Source: an optimization exercise on an open RTL-to-GDS flow (aim: small area). Production flows keep margins and buffers that such runs may drop.
Power figures rest on the tool's default switching activity, not on a simulated workload.

==> run a <==
==> flow/design.v <==
module uart_baud(
                 input  clk,
                 input  reset_n,
                 output tick);
   reg  [15:0] a;
   wire [16:4] c;
   wire [15:0] n;
   wire k2 = a[1] & a[0];
   wire k3 = a[2] | k2;
   assign n[0] = ~a[0];
   assign n[1] = a[1] ^ a[0];
   assign n[2] = ~(a[2] ^ k2);
   assign n[3] = ~(a[3] ^ k3);
   assign c[4] = a[3] | k3;
   genvar i;
   generate for (i = 4; i < 16; i = i + 1) begin : g
      assign n[i]   = a[i] ^ c[i];
      assign c[i+1] = a[i] & c[i];
   end endgenerate
   always @(posedge clk or negedge reset_n)
     if (!reset_n)
       a <= 16'hfff3;
     else
       a <= n;
   assign tick = c[16];
endmodule
module hello(
             input  clk_50,
             input  reset_n,
             output tx);
   wire       tick;
   reg  [3:0] phase;
   reg  [4:0] byte_idx;
   uart_baud baud(.clk(clk_50), .reset_n(reset_n), .tick(tick));
   wire done    = byte_idx[4] & byte_idx[2];
   wire in_gap  = ~phase[3] & phase[2] & ~(phase[1] & phase[0]);
   wire advance = (tick | in_gap) & ~done;
   wire wrap    = &phase;
   always @(posedge clk_50 or negedge reset_n)
     if (!reset_n) begin
        phase    <= 4'b0101;
        byte_idx <= 5'd0;
     end else if (advance) begin
        phase <= wrap ? 4'b0011 : phase + 4'd1;
        if (wrap)
          byte_idx <= byte_idx + 5'd1;
     end
   reg [7:0] char;
   always @*
     case (byte_idx)
       5'd0:  char = "H";
       5'd1:  char = "e";
       5'd2:  char = "l";
       5'd3:  char = "l";
       5'd4:  char = "o";
       5'd5:  char = ",";
       5'd6:  char = " ";
       5'd7:  char = "e";
       5'd8:  char = "v";
       5'd9:  char = "e";
       5'd10: char = "r";
       5'd11: char = "y";
       5'd12: char = "w";
       5'd13: char = "e";
       5'd14: char = "e";
       5'd15: char = "k";
       5'd16: char = "s";
       5'd17: char = "!";
       5'd18: char = 8'h0d;
       5'd19: char = 8'h0a;
       default: char = 8'hxx;
     endcase
   assign tx = phase[3] ? char[phase[2:0]] : ~(phase[2] & phase[1] & phase[0]);
endmodule
==> flow/flow/run.sh <==
#!/bin/bash
# Own layout flow: the standard synthesis, then the combinational logic
# between the standard synthesis's flip-flops is mapped again by ABC for
# area (the flip-flop instances are kept exactly as synthesised), the result
# is proved equivalent to the standard netlist, and the standard ORFS flow
# lays it out. Each tool writes its full output to a log file here.
set -euo pipefail
W=$PWD
R=$W/orfs/results/$FLOW_PLATFORM/hello/base
LIB=$FLOW_HOME/platforms/$FLOW_PLATFORM/lib/sky130_fd_sc_hd__tt_025C_1v80.lib

bash standard.sh synth > $W/log_synth_standard.log 2>&1
cp $R/1_2_yosys.v $W/netlist_standard.v

python3 flow/gen_unmap.py $LIB > $W/unmap.v

# several ABC runs (different seeds), keep the smallest
best=""
bestarea=""
for seed in 1 2 3 4; do
  sed "s/@SEED@/$seed/" flow/area.abc > $W/area_$seed.abc
  cat > $W/resynth_$seed.ys <<EOF
read_liberty -lib $LIB
read_verilog $W/netlist_standard.v
hierarchy -top $FLOW_TOP
techmap -map $W/unmap.v
techmap
opt -purge
abc -script $W/area_$seed.abc -liberty $LIB -dont_use *probe* -dont_use *lpflow*
opt_clean -purge
hilomap -singleton -hicell sky130_fd_sc_hd__conb_1 HI -locell sky130_fd_sc_hd__conb_1 LO
splitnets
opt_clean -purge
tee -o $W/resynth_$seed.stat stat -liberty $LIB
write_verilog -noattr -nohex -nodec $W/netlist_$seed.v
EOF
  yosys -l $W/log_resynth_$seed.log $W/resynth_$seed.ys > /dev/null 2>&1 &
done
wait
for seed in 1 2 3 4; do
  [[ -f $W/netlist_$seed.v ]] || continue
  a=$(grep "Chip area" $W/resynth_$seed.stat | tail -1 | awk '{print $NF}')
  echo "seed $seed area $a"
  if [[ -z "$bestarea" ]] || awk "BEGIN{exit !($a < $bestarea)}"; then best=$seed; bestarea=$a; fi
done
echo "best seed $best area $bestarea"

# prove the new netlist computes the same next state and output
cat > $W/equiv.ys <<EOF
read_liberty -lib $LIB
read_verilog $W/netlist_standard.v
rename $FLOW_TOP gold
read_verilog $W/netlist_$best.v
rename $FLOW_TOP gate
hierarchy -check
techmap -map $W/unmap.v
techmap
opt_clean
rename -hide w:_*_
equiv_make gold gate equiv
hierarchy -top equiv
equiv_simple
equiv_status -assert
EOF
if yosys -l $W/log_equiv.log $W/equiv.ys > /dev/null 2>&1; then
  echo "equivalence proved; using the re-mapped netlist"
  cp $W/netlist_$best.v $R/1_2_yosys.v
  rm -f $R/1_synth.odb $R/1_synth.sdc
else
  echo "equivalence NOT proved; keeping the standard netlist"
fi

bash standard.sh finish > $W/log_layout.log 2>&1
==> flow/flow/area.abc <==
strash
&get -n
&deepsyn -T 20 -S @SEED@
&dch -f
&nf -a -R 1000
&put
==> flow/flow/gen_unmap.py <==
# Writes a Yosys techmap file that turns each combinational sky130hd cell
# back into plain logic (from the liberty "function" strings).
import re, sys
lib = open(sys.argv[1]).read()
out = []
for c in re.split(r'\n\s*cell\s*\(', lib)[1:]:
    name = re.match(r'\s*"?(\w+)"?', c).group(1)
    if re.search(r'\b(ff|latch|statetable)\s*\(', c):
        continue
    pins = []
    for m in re.finditer(r'\n\s*pin\s*\(\s*"?(\w+)"?\s*\)\s*\{', c):
        body = c[m.end():]
        depth, i = 1, 0
        while depth:
            if body[i] == '{': depth += 1
            elif body[i] == '}': depth -= 1
            i += 1
        body = body[:i]
        d = re.search(r'direction\s*:\s*"?(\w+)"?', body).group(1)
        f = re.search(r'\n\s*function\s*:\s*"([^"]*)"', body)
        pins.append((m.group(1), d, f.group(1) if f else None))
    outs = [p for p in pins if p[1] == 'output']
    if not outs or any(f is None for _, _, f in outs):
        continue
    if any(p[1] not in ('input', 'output') for p in pins):
        continue
    ports = ', '.join(p[0] for p in pins)
    body = ''.join(f'  {p[1]} {p[0]};\n' for p in pins)
    for o, _, f in outs:
        e = f.replace('!', '~').replace('+', '|')
        body += f'  assign {o} = {e};\n'
    out.append(f'module {name}({ports});\n{body}endmodule\n')
print('\n'.join(out))
==> flow/standard.sh <==
#!/bin/bash
# synth_recipe.tcl (not shown) runs the flow's synth.tcl, then flattens the netlist and writes it again
# the make line also repeats each setting of config.mk as NAME=value (left out here)
make -C /OpenROAD-flow-scripts/flow DESIGN_CONFIG=/design/flow/config.mk WORK_HOME=/design/flow/orfs CLKGATE_MAP_FILE= SYNTH_SCRIPT=/design/flow/synth_recipe.tcl "${@:-finish}"
==> flow/config.mk <==
export PLATFORM = sky130hd
export DESIGN_NAME = hello
export DESIGN_NICKNAME = hello
export VERILOG_FILES = /design/flow/design.v
export SDC_FILE = /design/flow/constraint.sdc
export NUM_CORES = 4
export LEC_CHECK = 0
export CAP_MARGIN = 20
export CORE_MARGIN = 2
export CORE_UTILIZATION = 40
export SLEW_MARGIN = 20
==> flow/constraint.sdc <==
create_clock -name core_clock -period 20.0 [get_ports {clk_50}]
set_input_delay 4.0000 -clock core_clock [delete_from_list [all_inputs] [get_ports {clk_50}]]
set_output_delay 4.0000 -clock core_clock [all_outputs]
set_load 0.01 [all_outputs]
==> run b (differences from run a) <==
--- a/flow/design.v
+++ b/flow/design.v
@@ -2,27 +2,13 @@
                  input  clk,
                  input  reset_n,
                  output tick);
-   reg  [15:0] a;
-   wire [16:4] c;
-   wire [15:0] n;
-   wire k2 = a[1] & a[0];
-   wire k3 = a[2] | k2;
-   assign n[0] = ~a[0];
-   assign n[1] = a[1] ^ a[0];
-   assign n[2] = ~(a[2] ^ k2);
-   assign n[3] = ~(a[3] ^ k3);
-   assign c[4] = a[3] | k3;
-   genvar i;
-   generate for (i = 4; i < 16; i = i + 1) begin : g
-      assign n[i]   = a[i] ^ c[i];
-      assign c[i+1] = a[i] & c[i];
-   end endgenerate
+   reg [15:0] acc;
    always @(posedge clk or negedge reset_n)
      if (!reset_n)
-       a <= 16'hfff3;
+       acc <= 16'd0;
      else
-       a <= n;
-   assign tick = c[16];
+       acc <= acc + 16'd13;
+   assign tick = acc < 16'd13;
 endmodule
 module hello(
              input  clk_50,
==> flow/run.sh (new file) <==
#!/bin/bash
# synth_recipe.tcl (not shown) runs the flow's synth.tcl, then flattens the netlist and writes it again
# the make line also repeats each setting of config.mk as NAME=value (left out here)
make -C /OpenROAD-flow-scripts/flow DESIGN_CONFIG=/design/flow/config.mk WORK_HOME=/design/flow/orfs CLKGATE_MAP_FILE= SYNTH_SCRIPT=/design/flow/synth_recipe.tcl finish
removed: flow/flow/run.sh
removed: flow/flow/area.abc
removed: flow/flow/gen_unmap.py
removed: flow/standard.sh
==> run c (differences from run a) <==
--- a/flow/flow/run.sh
+++ b/flow/flow/run.sh
@@ -70,4 +70,5 @@
   echo "equivalence NOT proved; keeping the standard netlist"
 fi
 
+[[ -f flow/knobs.sh ]] && source flow/knobs.sh
 bash standard.sh finish > $W/log_layout.log 2>&1
==> flow/flow/knobs.sh (new file) <==
export BUFFER_PORTS_ARGS="-buffer_cell sky130_fd_sc_hd__buf_2"
export CTS_ARGS="-repair_clock_nets -buf_list sky130_fd_sc_hd__clkbuf_8 -root_buf sky130_fd_sc_hd__clkbuf_8 -dont_use_dummy_load"
--- a/flow/config.mk
+++ b/flow/config.mk
@@ -8,4 +8,5 @@
 export CAP_MARGIN = 20
 export CORE_MARGIN = 2
 export CORE_UTILIZATION = 40
+export GPL_TIMING_DRIVEN = 0
 export SLEW_MARGIN = 20
==> qor summary <==
item	run a	run b	run c
Layout-stage area growth over the synthesis result	7.97%	5.56%	7.72%
Result of the run	timing/DRC/antenna clean	timing/DRC/antenna clean	timing/DRC/antenna clean
Tightest Pin Transition	0.602 ns	0.544 ns	0.676 ns
Non-clock buffer share of cell area	2.19%	0.930%	0.796%
Max incr delay on CP	0.55 ns	0.55 ns	0.65 ns
Die width	57.9 um	65.8 um	58.0 um
Multi-input gate share of total cell area	39.4%	51.3%	39.7%
Final non-filler cell area	1250 um^2	1610 um^2	1260 um^2
Wire length the detailed router placed on met1	883 um	1.40 mm	856 um
Combined buffer and inverter count along the critical path	1	2	1
Routed length per instance	11.9 um	14.3 um	12.6 um
Power Internal	0.0588 mW	0.0647 mW	0.0642 mW
FILL cells	261	337	275
Pwr Density	58.3 nW/um^2	51.3 nW/um^2	62.7 nW/um^2
Clock Buffer Count	4	3	3
Post-CTS clock slew at the launch and capture registers of the worst setup and hold paths	0.13 ns	0.09 ns	0.07 ns
Placement Setup Slack	13.93 ns	13.67 ns	13.97 ns
Num rows	19	22	19
Reg area	646 um^2	628 um^2	646 um^2
Ratio of routed vias to standard cells	5.16	5.51	5.54
Reg-to-Reg End	byte_idx[3]	phase[0]	byte_idx[3]
Area of the multi-input gates	494 um^2	828 um^2	499 um^2
Flip-flop and latch power	0.0507 mW	0.0505 mW	0.0507 mW
Initial core utilization	42.2%	41.8%	42.3%
Function was not checked in any run of this note: the RTL went through the layout flow alone.

* * *

==> job 4308: inputs <==
// hello: RTL as listed in full above, without the edits since
Settings: LEC_CHECK=0, CAP_MARGIN=20, CORE_MARGIN=2, CORE_UTILIZATION=40, GPL_TIMING_DRIVEN=0, SLEW_MARGIN=20; clock period 20.0 ns.
standard.sh (not shown) runs the stock make flow with config.mk's settings and CLKGATE_MAP_FILE= SYNTH_SCRIPT=/design/flow/synth_recipe.tcl, a recipe that flattens the netlist after the stock synthesis.
==> flow/flow/run.sh <==
#!/bin/bash
# Own layout flow: the standard synthesis, then the combinational logic
# between the standard synthesis's flip-flops is mapped again by ABC for
# area (the flip-flop instances are kept exactly as synthesised), the result
# is proved equivalent to the standard netlist, and the standard ORFS flow
# lays it out. Each tool writes its full output to a log file here.
set -euo pipefail
W=$PWD
R=$W/orfs/results/$FLOW_PLATFORM/hello/base
LIB=$FLOW_HOME/platforms/$FLOW_PLATFORM/lib/sky130_fd_sc_hd__tt_025C_1v80.lib

bash standard.sh synth > $W/log_synth_standard.log 2>&1
cp $R/1_2_yosys.v $W/netlist_standard.v

python3 flow/gen_unmap.py $LIB > $W/unmap.v

# several ABC runs (different seeds), keep the smallest
best=""
bestarea=""
for seed in 1 2 3 4; do
  sed "s/@SEED@/$seed/" flow/area.abc > $W/area_$seed.abc
  cat > $W/resynth_$seed.ys <<EOF
read_liberty -lib $LIB
read_verilog $W/netlist_standard.v
hierarchy -top $FLOW_TOP
techmap -map $W/unmap.v
techmap
opt -purge
abc -script $W/area_$seed.abc -liberty $LIB -dont_use *probe* -dont_use *lpflow*
opt_clean -purge
hilomap -singleton -hicell sky130_fd_sc_hd__conb_1 HI -locell sky130_fd_sc_hd__conb_1 LO
splitnets
opt_clean -purge
tee -o $W/resynth_$seed.stat stat -liberty $LIB
write_verilog -noattr -nohex -nodec $W/netlist_$seed.v
EOF
  yosys -l $W/log_resynth_$seed.log $W/resynth_$seed.ys > /dev/null 2>&1 &
done
wait
for seed in 1 2 3 4; do
  [[ -f $W/netlist_$seed.v ]] || continue
  a=$(grep "Chip area" $W/resynth_$seed.stat | tail -1 | awk '{print $NF}')
  echo "seed $seed area $a"
  if [[ -z "$bestarea" ]] || awk "BEGIN{exit !($a < $bestarea)}"; then best=$seed; bestarea=$a; fi
done
echo "best seed $best area $bestarea"

# prove the new netlist computes the same next state and output
cat > $W/equiv.ys <<EOF
read_liberty -lib $LIB
read_verilog $W/netlist_standard.v
rename $FLOW_TOP gold
read_verilog $W/netlist_$best.v
rename $FLOW_TOP gate
hierarchy -check
techmap -map $W/unmap.v
techmap
opt_clean
rename -hide w:_*_
equiv_make gold gate equiv
hierarchy -top equiv
equiv_simple
equiv_status -assert
EOF
if yosys -l $W/log_equiv.log $W/equiv.ys > /dev/null 2>&1; then
  echo "equivalence proved; using the re-mapped netlist"
  cp $W/netlist_$best.v $R/1_2_yosys.v
  rm -f $R/1_synth.odb $R/1_synth.sdc
else
  echo "equivalence NOT proved; keeping the standard netlist"
fi

[[ -f flow/knobs.sh ]] && source flow/knobs.sh
bash standard.sh finish > $W/log_layout.log 2>&1
==> flow/flow/knobs.sh <==
export BUFFER_PORTS_ARGS="-buffer_cell sky130_fd_sc_hd__buf_2"
export CTS_ARGS="-sink_clustering_enable -repair_clock_nets -sink_clustering_size 30 -sink_clustering_max_diameter 200 -buf_list sky130_fd_sc_hd__clkbuf_4 -root_buf sky130_fd_sc_hd__clkbuf_4 -dont_use_dummy_load"
Other scripts of this flow, unchanged in this note and not shown: flow/flow/area.abc, flow/flow/gen_unmap.py
==> inputs of job 4821, as changes to job 4308 <==
==> flow/flow/knobs.sh (replaced) <==
export BUFFER_PORTS_ARGS="-buffer_cell sky130_fd_sc_hd__buf_2"
export CTS_ARGS="-sink_clustering_enable -sink_clustering_size 30 -sink_clustering_max_diameter 500 -repair_clock_nets -buf_list sky130_fd_sc_hd__clkbuf_8 -root_buf sky130_fd_sc_hd__clkbuf_4 -dont_use_dummy_load"
==> impl_summary.log <==
INFO  metric grt.met3_usage = about 4%
INFO  metric preCtsSetupSlack = 14.25 ns
INFO  metric grtUsageTotal = 12.2%
INFO  metric fin_skew = roughly 0.0043 ns
INFO  metric slew-limit-headroom = approximately three fifths
INFO  metric routed-wl-met3 = approximately 56 um
INFO  metric finalWirelength = 1690 um
INFO  metric synth_nets = approximately 110
INFO  metric run_status = finished clean
INFO  metric seq_share = a little over half
INFO  metric critical_path_peak_fanout = 8
INFO  metric path_cells = or2_0 > nand2_1 > nand2_1 > o21ai_0 > a31oi_1 > o31ai_1 > a21oi_1 > a31oi_1 > buf_2
INFO  metric critPathMaxStageDelay = around 0.49 ns
INFO  metric power_switching_share = between 10% and 20%
INFO  metric timing.critical_path.slowest_stage_cell = dfrtp_1
INFO  metric detailroute.via_count = 750
INFO  metric fin_worst_hold_slack = 0.467 ns
INFO  metric power_density = between 50 and 60 mW/mm^2
INFO  metric met1_usage = ~16%
INFO  metric postSynthAreaPerCell = roughly 11 sq um
INFO  metric die_area = around 0.0034 sq mm
That was job 4308.
==> impl_summary.log <==
INFO  metric timing.critical_path.slowest_stage_cell = a2111oi_0
INFO  metric die_area = 0.00337 sq mm
INFO  metric run_status = finished clean
INFO  metric critical_path_peak_fanout = 11
INFO  metric critPathMaxStageDelay = 0.65 ns
INFO  metric slew-limit-headroom = 53.8%
INFO  metric routed-wl-met3 = ~47 um
INFO  metric preCtsSetupSlack = roughly 14 ns
INFO  metric met1_usage = 15.5%
INFO  metric postSynthAreaPerCell = ~11 sq um
INFO  metric synth_nets = between 100 and 150
That was job 4821.
No run of this note included a check of the RTL's function; only the layout flow was run.

[afterwards: timing with drivers on the ports]
How much do the figures lean on ideal ports? The routed layouts below were timed once more, with nothing changed but the port constraints.
Step 1, drivers: a clkbuf_16 drives clk_50 and a buf_2 each remaining input, both assumed.
Step 2 times the ports against the registers' clock, not the clock port: input delays grow and output delays shrink by t, the midpoint of the rising clock arrivals with the driver on.
a / b / c = no drivers / after step 1 / after step 2; a / b = the first two.
run | t (ns) | setup slack, ns | clock arrival spread, ns
run a | 0.325 | 13.587 / 13.567 / 13.892 | 0.009 / 0.008
run b | 0.294 | 13.379 / 13.356 / 13.651 | 0.003 / 0.003
run c | 0.278 | 13.597 / 13.574 / 13.852 | 0.010 / 0.010
job 4308 | 0.326 | 13.886 / 13.866 / 14.191 | 0.004 / 0.005
job 4821 | 0.312 | 13.543 / 13.524 / 13.837 | 0.011 / 0.011
After both steps every run listed still meets setup and hold.
